Source: an optimization exercise on an open RTL-to-GDS flow (aim: small area, a short achievable clock period and few clock cycles per item). Production flows keep margins and buffers that such runs may drop.
In this exercise RTL edits were held to simulation tests only and were not proved equivalent to the original.
Power figures rest on the tool's default switching activity, not on a simulated workload.

<file path="design/flow/flow/run.sh">
#!/bin/bash
# Own flow: the standard layout (standard.sh) with these changes:
#  - the port buffers are the smallest buffer (buf_1);
#  - the one tie cell of the netlist drives all constant outputs
#    (SKIP_REPAIR_TIE_FANOUT).
# make's output goes to standard.log, each ORFS step's log to orfs/logs/.
set -euo pipefail
here=$(pwd)
bash standard.sh "SYNTH_NETLIST_FILES=$here/flow/netlist.v" \
  "BUFFER_PORTS_ARGS=-buffer_cell sky130_fd_sc_hd__buf_1" \
  SKIP_REPAIR_TIE_FANOUT=1 finish > standard.log 2>&1
</file>
<file path="design/flow/config.mk">
export PLATFORM = sky130hd
export DESIGN_NAME = main
export DESIGN_NICKNAME = main
export VERILOG_FILES = /design/flow/design.v
export SDC_FILE = /design/flow/constraint.sdc
export NUM_CORES = 4
export LEC_CHECK = 0
export CAP_MARGIN = 20
export CORE_AREA = 2.5 2.5 59.5 59.5
export DIE_AREA = 0 0 62 62
export SLEW_MARGIN = 20
</file>
<file path="design/flow/constraint.sdc">
create_clock -name core_clock -period 5.0 [get_ports {clk_i}]
set_input_delay 1.0000 -clock core_clock [delete_from_list [all_inputs] [get_ports {clk_i}]]
set_output_delay 1.0000 -clock core_clock [all_outputs]
set_load 0.01 [all_outputs]
</file>
<file path="design/flow/design.v">
`timescale 1ns / 1ps
module mult;
endmodule
`timescale 1ns / 1ps
module cbrt (
	input [7 : 0] b,
	output [2 : 0] g
);
    assign g = (b >= 8'd217) ? 3'd7 :
               (b >= 8'd216) ? 3'd6 :
               (b >= 8'd125) ? 3'd5 :
               (b >= 8'd64)  ? 3'd4 :
               (b >= 8'd27)  ? 3'd3 :
               (b >= 8'd8)   ? 3'd2 :
               (b != 8'd0)   ? 3'd1 : 3'd0;
endmodule
`timescale 1ns / 1ps
module main(
	input rst_i,
	input clk_i,
	input [7 : 0] a_in,
	input [7 : 0] b_in,
	output busy_out,
	output [15 : 0] y_out
);
    wire [2:0] g;
    cbrt cbrt1(.b(b_in), .g(g));
    wire [9:0] t = {2'b00, a_in} + {1'b0, a_in, 1'b0};     
    wire [4:0] s = {1'b0, t[3:0]} + {1'b0, g, 1'b0};        
    reg [5:0] q;
    reg e;
    reg [3:0] lo;
    always @(posedge clk_i)
        if (rst_i) begin
            q <= t[9:4];
            e <= s[4];
            lo <= s[3:0];
        end
    assign busy_out = 1'b0;
    assign y_out = {6'd0, q + {5'd0, e}, lo};
endmodule
</file>
<file path="design/flow/standard.sh">
#!/bin/bash
# synth_recipe.tcl (not shown) runs the flow's synth.tcl, then flattens the netlist and writes it again
# the make line also repeats each setting of config.mk as NAME=value (left out here)
make -C /OpenROAD-flow-scripts/flow DESIGN_CONFIG=/design/flow/config.mk WORK_HOME=/design/flow/orfs CLKGATE_MAP_FILE= SYNTH_SCRIPT=/design/flow/synth_recipe.tcl "${@:-finish}"
</file>
<file path="design/flow/flow/netlist.v">
module main(rst_i, clk_i, a_in, b_in, busy_out, y_out);
  input rst_i;
  wire rst_i;
  input clk_i;
  wire clk_i;
  input [7:0] a_in;
  wire [7:0] a_in;
  input [7:0] b_in;
  wire [7:0] b_in;
  output busy_out;
  wire busy_out;
  output [15:0] y_out;
  wire [15:0] y_out;
  wire cb__00_;
  wire cb__01_;
  wire cb__02_;
  wire cb__03_;
  wire cb__04_;
  wire cb__05_;
  wire cb__06_;
  wire cb__07_;
  wire cb__08_;
  wire cb__09_;
  wire cb__10_;
  wire cb__11_;
  wire cb__12_;
  wire cb__13_;
  wire cb__14_;
  wire e;
  wire g0;
  wire g1;
  wire g2;
  wire n10_nand2;
  wire n11_nor2;
  wire n12_o21ai;
  wire n1_xor2;
  wire n2_xor2;
  wire n3_nand2;
  wire n4_xnor2;
  wire n5_and2;
  wire n6_o21a;
  wire n7_a21oi;
  wire n8_xor2;
  wire n9_xnor2;
  wire o10_nor2;
  wire o12_nand2;
  wire o13_nor2;
  wire o2_nand2;
  wire o4_nand3;
  wire o6_nand4;
  wire o8_nand4;
  wire o9_inv;
  wire q0;
  wire q1;
  wire q2;
  wire q3;
  wire q4;
  wire q5;
  wire qd0;
  wire qd1;
  wire qd2;
  wire qd3;
  wire qd4;
  wire qd5;
  wire t3__00_;
  wire t3__01_;
  wire t3__02_;
  wire t3__03_;
  wire t3__04_;
  wire t3__05_;
  wire t3__06_;
  wire t3__07_;
  wire t3__08_;
  wire t3__09_;
  wire t3__10_;
  wire t3__11_;
  wire t3__12_;
  wire t3__13_;
  wire t3__14_;
  wire t3__15_;
  wire t3__16_;
  wire t3__17_;
  wire t3__18_;
  wire t3__19_;
  wire tr1;
  wire tr2;
  wire tr3;
  wire const0;
  sky130_fd_sc_hd__nand2_1 u0 (.A(b_in[3]), .B(b_in[4]), .Y(cb__00_));
  sky130_fd_sc_hd__nor2_1 u1 (.A(b_in[1]), .B(b_in[0]), .Y(cb__01_));
  sky130_fd_sc_hd__clkinv_1 u2 (.A(cb__01_), .Y(cb__02_));
  sky130_fd_sc_hd__nand3_1 u3 (.A(cb__02_), .B(b_in[2]), .C(b_in[5]), .Y(cb__03_));
  sky130_fd_sc_hd__nor2_1 u4 (.A(cb__00_), .B(cb__03_), .Y(cb__04_));
  sky130_fd_sc_hd__nor2_1 u5 (.A(b_in[7]), .B(cb__04_), .Y(cb__05_));
  sky130_fd_sc_hd__clkinv_1 u6 (.A(b_in[5]), .Y(cb__06_));
  sky130_fd_sc_hd__nand2_1 u7 (.A(cb__00_), .B(cb__06_), .Y(cb__07_));
  sky130_fd_sc_hd__nand3_1 u8 (.A(cb__07_), .B(b_in[6]), .C(b_in[7]), .Y(cb__08_));
  sky130_fd_sc_hd__nor4_1 u9 (.A(b_in[2]), .B(b_in[5]), .C(cb__02_), .D(cb__08_), .Y(cb__09_));
  sky130_fd_sc_hd__clkinv_1 u10 (.A(b_in[3]), .Y(cb__10_));
  sky130_fd_sc_hd__clkinv_1 u11 (.A(b_in[4]), .Y(cb__11_));
  sky130_fd_sc_hd__a21oi_1 u12 (.A1(cb__10_), .A2(cb__11_), .B1(cb__07_), .Y(cb__12_));
  sky130_fd_sc_hd__nor2_1 u13 (.A(b_in[3]), .B(cb__01_), .Y(cb__13_));
  sky130_fd_sc_hd__a2111oi_0 u14 (.A1(b_in[1]), .A2(b_in[0]), .B1(b_in[2]), .C1(b_in[5]), .D1(cb__13_), .Y(cb__14_));
  sky130_fd_sc_hd__o32ai_1 u15 (.A1(b_in[6]), .A2(cb__12_), .A3(cb__14_), .B1(cb__05_), .B2(cb__09_), .Y(g0));
  sky130_fd_sc_hd__or2_2 u16 (.A(b_in[6]), .B(b_in[7]), .X(g2));
  sky130_fd_sc_hd__a32oi_1 u17 (.A1(cb__10_), .A2(cb__06_), .A3(cb__11_), .B1(cb__08_), .B2(g2), .Y(g1));
  sky130_fd_sc_hd__clkinv_1 u18 (.A(a_in[7]), .Y(t3__00_));
  sky130_fd_sc_hd__clkinv_1 u19 (.A(a_in[5]), .Y(t3__01_));
  sky130_fd_sc_hd__clkinv_1 u20 (.A(a_in[3]), .Y(t3__02_));
  sky130_fd_sc_hd__a21oi_1 u21 (.A1(a_in[1]), .A2(a_in[0]), .B1(a_in[2]), .Y(t3__03_));
  sky130_fd_sc_hd__nor2_1 u22 (.A(t3__02_), .B(t3__03_), .Y(t3__04_));
  sky130_fd_sc_hd__nor2_1 u23 (.A(a_in[4]), .B(t3__04_), .Y(t3__05_));
  sky130_fd_sc_hd__nor2_1 u24 (.A(t3__01_), .B(t3__05_), .Y(t3__06_));
  sky130_fd_sc_hd__nor2_1 u25 (.A(a_in[6]), .B(t3__06_), .Y(t3__07_));
  sky130_fd_sc_hd__nor2_1 u26 (.A(t3__00_), .B(t3__07_), .Y(qd5));
  sky130_fd_sc_hd__xor2_1 u27 (.A(a_in[1]), .B(a_in[0]), .X(tr1));
  sky130_fd_sc_hd__nand2_1 u28 (.A(a_in[2]), .B(a_in[1]), .Y(t3__08_));
  sky130_fd_sc_hd__nand2_1 u29 (.A(t3__08_), .B(t3__02_), .Y(t3__09_));
  sky130_fd_sc_hd__nand2_1 u30 (.A(t3__09_), .B(a_in[4]), .Y(t3__10_));
  sky130_fd_sc_hd__nand2_1 u31 (.A(t3__10_), .B(t3__01_), .Y(t3__11_));
  sky130_fd_sc_hd__a21oi_1 u32 (.A1(t3__11_), .A2(a_in[6]), .B1(a_in[7]), .Y(t3__12_));
  sky130_fd_sc_hd__nor2_1 u33 (.A(t3__12_), .B(qd5), .Y(qd4));
  sky130_fd_sc_hd__a21oi_1 u34 (.A1(a_in[6]), .A2(t3__11_), .B1(t3__07_), .Y(t3__13_));
  sky130_fd_sc_hd__xor2_1 u35 (.A(a_in[7]), .B(t3__13_), .X(qd3));
  sky130_fd_sc_hd__o21ai_0 u36 (.A1(t3__01_), .A2(t3__05_), .B1(t3__11_), .Y(t3__14_));
  sky130_fd_sc_hd__xnor2_1 u37 (.A(a_in[6]), .B(t3__14_), .Y(qd2));
  sky130_fd_sc_hd__o21ai_0 u38 (.A1(a_in[4]), .A2(t3__04_), .B1(t3__10_), .Y(t3__15_));
  sky130_fd_sc_hd__xor2_1 u39 (.A(t3__01_), .B(t3__15_), .X(qd1));
  sky130_fd_sc_hd__o21ai_0 u40 (.A1(t3__02_), .A2(t3__03_), .B1(t3__09_), .Y(t3__16_));
  sky130_fd_sc_hd__xnor2_1 u41 (.A(a_in[4]), .B(t3__16_), .Y(qd0));
  sky130_fd_sc_hd__a21oi_1 u42 (.A1(a_in[2]), .A2(a_in[1]), .B1(t3__03_), .Y(t3__17_));
  sky130_fd_sc_hd__xor2_1 u43 (.A(a_in[3]), .B(t3__17_), .X(tr3));
  sky130_fd_sc_hd__clkinv_1 u44 (.A(a_in[1]), .Y(t3__18_));
  sky130_fd_sc_hd__nor2_1 u45 (.A(a_in[0]), .B(t3__18_), .Y(t3__19_));
  sky130_fd_sc_hd__xor2_1 u46 (.A(a_in[2]), .B(t3__19_), .X(tr2));
  sky130_fd_sc_hd__xor2_1 u47 (.A(tr1), .B(g0), .X(n1_xor2));
  sky130_fd_sc_hd__xor2_1 u48 (.A(tr2), .B(g1), .X(n2_xor2));
  sky130_fd_sc_hd__nand2_1 u49 (.A(tr1), .B(g0), .Y(n3_nand2));
  sky130_fd_sc_hd__xnor2_1 u50 (.A(n2_xor2), .B(n3_nand2), .Y(n4_xnor2));
  sky130_fd_sc_hd__and2_0 u51 (.A(tr2), .B(g1), .X(n5_and2));
  sky130_fd_sc_hd__o21a_1 u52 (.A1(tr2), .A2(g1), .B1(tr1), .X(n6_o21a));
  sky130_fd_sc_hd__a21oi_1 u53 (.A1(n6_o21a), .A2(g0), .B1(n5_and2), .Y(n7_a21oi));
  sky130_fd_sc_hd__xor2_1 u54 (.A(tr3), .B(g2), .X(n8_xor2));
  sky130_fd_sc_hd__xnor2_1 u55 (.A(n8_xor2), .B(n7_a21oi), .Y(n9_xnor2));
  sky130_fd_sc_hd__nand2_1 u56 (.A(tr3), .B(g2), .Y(n10_nand2));
  sky130_fd_sc_hd__nor2_1 u57 (.A(tr3), .B(g2), .Y(n11_nor2));
  sky130_fd_sc_hd__o21ai_1 u58 (.A1(n11_nor2), .A2(n7_a21oi), .B1(n10_nand2), .Y(n12_o21ai));
  sky130_fd_sc_hd__xor2_1 u59 (.A(q0), .B(e), .X(y_out[4]));
  sky130_fd_sc_hd__nand2_1 u60 (.A(q0), .B(e), .Y(o2_nand2));
  sky130_fd_sc_hd__xnor2_1 u61 (.A(q1), .B(o2_nand2), .Y(y_out[5]));
  sky130_fd_sc_hd__nand3_1 u62 (.A(q0), .B(q1), .C(e), .Y(o4_nand3));
  sky130_fd_sc_hd__xnor2_1 u63 (.A(q2), .B(o4_nand3), .Y(y_out[6]));
  sky130_fd_sc_hd__nand4_1 u64 (.A(q0), .B(q1), .C(q2), .D(e), .Y(o6_nand4));
  sky130_fd_sc_hd__xnor2_1 u65 (.A(q3), .B(o6_nand4), .Y(y_out[7]));
  sky130_fd_sc_hd__nand4_1 u66 (.A(q0), .B(q1), .C(q2), .D(q3), .Y(o8_nand4));
  sky130_fd_sc_hd__inv_1 u67 (.A(e), .Y(o9_inv));
  sky130_fd_sc_hd__nor2_1 u68 (.A(o8_nand4), .B(o9_inv), .Y(o10_nor2));
  sky130_fd_sc_hd__xor2_1 u69 (.A(q4), .B(o10_nor2), .X(y_out[8]));
  sky130_fd_sc_hd__nand2_1 u70 (.A(q4), .B(e), .Y(o12_nand2));
  sky130_fd_sc_hd__nor2_1 u71 (.A(o8_nand4), .B(o12_nand2), .Y(o13_nor2));
  sky130_fd_sc_hd__xor2_1 u72 (.A(q5), .B(o13_nor2), .X(y_out[9]));
  sky130_fd_sc_hd__edfxtp_1 \lo[0]$_DFFE_PP_  (.CLK(clk_i), .D(a_in[0]), .DE(rst_i), .Q(y_out[0]));
  sky130_fd_sc_hd__edfxtp_1 \lo[1]$_DFFE_PP_  (.CLK(clk_i), .D(n1_xor2), .DE(rst_i), .Q(y_out[1]));
  sky130_fd_sc_hd__edfxtp_1 \lo[2]$_DFFE_PP_  (.CLK(clk_i), .D(n4_xnor2), .DE(rst_i), .Q(y_out[2]));
  sky130_fd_sc_hd__edfxtp_1 \lo[3]$_DFFE_PP_  (.CLK(clk_i), .D(n9_xnor2), .DE(rst_i), .Q(y_out[3]));
  sky130_fd_sc_hd__edfxtp_1 \e$_DFFE_PP_  (.CLK(clk_i), .D(n12_o21ai), .DE(rst_i), .Q(e));
  sky130_fd_sc_hd__edfxtp_1 \q[0]$_DFFE_PP_  (.CLK(clk_i), .D(qd0), .DE(rst_i), .Q(q0));
  sky130_fd_sc_hd__edfxtp_1 \q[1]$_DFFE_PP_  (.CLK(clk_i), .D(qd1), .DE(rst_i), .Q(q1));
  sky130_fd_sc_hd__edfxtp_1 \q[2]$_DFFE_PP_  (.CLK(clk_i), .D(qd2), .DE(rst_i), .Q(q2));
  sky130_fd_sc_hd__edfxtp_1 \q[3]$_DFFE_PP_  (.CLK(clk_i), .D(qd3), .DE(rst_i), .Q(q3));
  sky130_fd_sc_hd__edfxtp_1 \q[4]$_DFFE_PP_  (.CLK(clk_i), .D(qd4), .DE(rst_i), .Q(q4));
  sky130_fd_sc_hd__edfxtp_1 \q[5]$_DFFE_PP_  (.CLK(clk_i), .D(qd5), .DE(rst_i), .Q(q5));
  sky130_fd_sc_hd__conb_1 tie0 (.LO(const0));
  sky130_fd_sc_hd__buf_4 cbuf10 (.A(const0), .X(y_out[10]));
  sky130_fd_sc_hd__buf_4 cbuf11 (.A(const0), .X(y_out[11]));
  sky130_fd_sc_hd__buf_4 cbuf12 (.A(const0), .X(y_out[12]));
  sky130_fd_sc_hd__buf_4 cbuf13 (.A(const0), .X(y_out[13]));
  sky130_fd_sc_hd__buf_4 cbuf14 (.A(const0), .X(y_out[14]));
  sky130_fd_sc_hd__buf_4 cbuf15 (.A(const0), .X(y_out[15]));
  sky130_fd_sc_hd__buf_4 cbufb (.A(const0), .X(busy_out));
endmodule
</file>
==> notes.md <==
[layout make-up]
type | instances | area [um^2] | share of cell area
clock buffer | 4 | 26.28 | 0.02830
inverter | 9 | 33.78 | 0.03639
multi-input combinational | 65 | 381.6 | 0.4111
sequential | 11 | 330.3 | 0.3558
tap | 44 | 55.05 | 0.05930
timing repair buffer | 27 | 101.3 | 0.1092
[metal layers]
metal,global-route usage,vias up
met4,0.07903,0
met1,0.08333,272
met2,0.1295,22
met3,0.01863,4
li1,-,347
met5,0,-
[power groups by stage]
stage | logic (uW) | clock network, uW | registers [uW]
2_1_floorplan | 50.4 | 0 | 130
3_3_place_gp | 72.0 | 0 | 128
3_5_place_dp | 74.4 | 0 | 128
4_1_cts | 74.5 | 57.6 | 126
5_1_grt | 83.2 | 62.3 | 128
6_report | 73.5 | 54.2 | 126
[final timing paths]
kind	endpoint	start	slack (ns)	cells after the start
setup / recovery	e	b_in[1]	2.66	7
hold / removal	lo[0]	a_in[0]	1.05	1
[sequential cells by signal, summed over array words and instances, names as in the netlist]
name,count
e,1
q,6
lo,4
[stage by stage]
step | cells | hold WS [ns]
5_1_grt | 160 | 1.062
3_3_place_gp | 156 | 1.321
6_report | 160 | 1.052
2_1_floorplan | 92 | 1.099
3_5_place_dp | 156 | 1.325
4_1_cts | 160 | 1.046
[worst max-delay path: cells and delay by family]
| kind | cells | cell delay [ns] |
|---|---|---|
| AOI/OAI and AO/OA | 4 | 1.04 |
| buffers and inverters | 1 | 0.09 |
| and+or+nand+nor | 2 | 0.21 |
==> flow_metrics.py <==
metrics = {
    "timing": {
        "finalSetupViolCount": 0,
        "totalNegativeSetupSlack_ns": 0,
        "layout_min_cycle_time_ns": 2.341,
        "worst_pin_slew_ns": 0.5765,
        "fin_crit_sh": 0.4682,
        "slew_violations": 0,
        "fmax_mhz": 427.2,
        "slew_headroom": 0.6057,
        "rsz0062_at_grt": "no",
        "final_hold_viol_count": 0,
        "setup_ws_ns": 2.659,
    },
    "grt": {
        "grt_pass1_wl_um": 2235,
        "grt_max_degree": 12,
        "antenna_found_initial": 0,
        "grt_usage": 0.08012,
        "grt_pass1_vias": 609,
        "overflow": 0,
    },
    "setup_path": {
        "worst_setup_path_start_kind": "input port",
        "crit_slowest_cell": "a2111oi_0",
        "cpMostUsedCell": "nor2_1",
        "end_kind": "flop",
        "crit_fanout": 3,
        "cp.required_ns": 5.00,
        "crit_type": "input port to flop",
        "critPathArrivalTime_ns": 2.35,
        "max_stage_delay_ns": 0.47,
        "crit_chain": "buf_1 > nor2_1 > nor2_1 > a2111oi_0 > o32ai_1 > a21oi_1 > o21ai_1",
    },
    "clock_network": {
        "ctsHoldBuffers": 0,
        "clock_path_buffers": 2,
        "cts_setup_buffers": 0,
        "clockRootBuffer": "clkbuf_4",
        "htree_levels": 1,
        "cts_tree": "done",
        "cts_resized": 0,
        "cts_made_buffers": 3,
        "clk_pin_slew_worst_paths_ns": 0.06,
        "cts.sinks": 11,
    },
    "placed_design": {
        "place_hpwl_um": 1217,
        "port_buffers": 27,
        "placed_cell_area_um2": 902.1,
        "gp_congestion": 0.7458,
        "place_worst_setup_slack_ns": 2.428,
    },
    "floorplanning": {
        "boundaryPins": 35,
        "die_y_um": 62,
        "row_count": 20,
        "floorplan.die_area_mm2": 0.003844,
        "die_w_um": 62,
        "core_area_mm2": 0.003078,
        "initial_utilization": 0.2593,
    },
    "final_layout": {
        "layout_common_cells": "buf_1 (27), nor2_1 (14), edfxtp_1 (11), xor2_1 (11), nand2_1 (10)",
        "drive_gt1_frac": 0.03448,
        "final_common_cell": "buf_1",
        "nFillCells": 351,
        "final_area_um2": 928.4,
        "area_growth_pct": 16.30,
        "fin_nets": 135,
        "fin_util": 0.3016,
        "num_antenna_cells": 0,
    },
    "pwr": {
        "p_clk_frac": 0.213,
        "switchingPower_uw": 75.54,
        "total_power_uw": 254.0,
        "p_per_area_mw_per_mm2": 273.6,
        "switching_share": 0.2974,
        "power.share.combinational": 0.290,
        "internal_power_uw": 178.5,
        "seqPwrFrac": 0.497,
        "leakage_uw": 0.0003219,
        "ir_worst_vdd_v": 0.00005331,
    },
    "worst_hold_path": {
        "holdCritPathClass": "input port to flop",
    },
    "outcome": {
        "status": "finished clean",
    },
    "route": {
        "route.met3.wl_um": 78,
        "route.met2.wl_um": 676,
        "met1Wirelength_um": 567,
        "vias": 645,
        "wl_per_cell_um": 8.519,
        "drtPass1Iterations": 4,
        "ant_nets": 0,
        "drtIter0Drc": 22,
        "top_layer": "met4",
        "vias_per_cell": 4.031,
        "routed_wl_um": 1363,
        "route.detailed.drc": 0,
    },
    "yosys": {
        "synthesis.nets": 110,
        "syn_inst": 92,
        "netlist_area_um2": 798.3,
        "avgSynthCellArea_um2": 8.677,
        "yosys_warnings": 0,
    },
    "job": {
        "maxCapViolCount": 0,
    },
}
Testbench counts, summed over its fixed seeds: cycles 2,400, items 2,400.

## port drivers added, routing unchanged
The flow's constraints put no driver on any port. The routed layout listed below was extracted and timed again, unchanged, in two steps. Step 1 assumes that a clkbuf_16 drives the clock port and a buf_2 every other input. Step 2 times the ports against the registers' clock, not the clock port: input delays grow and output delays shrink by t, the midpoint of the rising clock arrivals with the driver on. Slacks: no drivers / after step 1 / after step 2; pairs: no drivers / after step 1.
t (ns): 0.272
slack for setup (ns): 2.659 / 2.646 / 2.374
worst hold slack (ns): 1.052 / 1.064 / 1.336
cell pins on the clock port's net: 1
After both steps setup and hold are still met in this run. For this run, drivers alone change the setup slack by -0.013 ns; drivers and shift together by -0.285 ns.
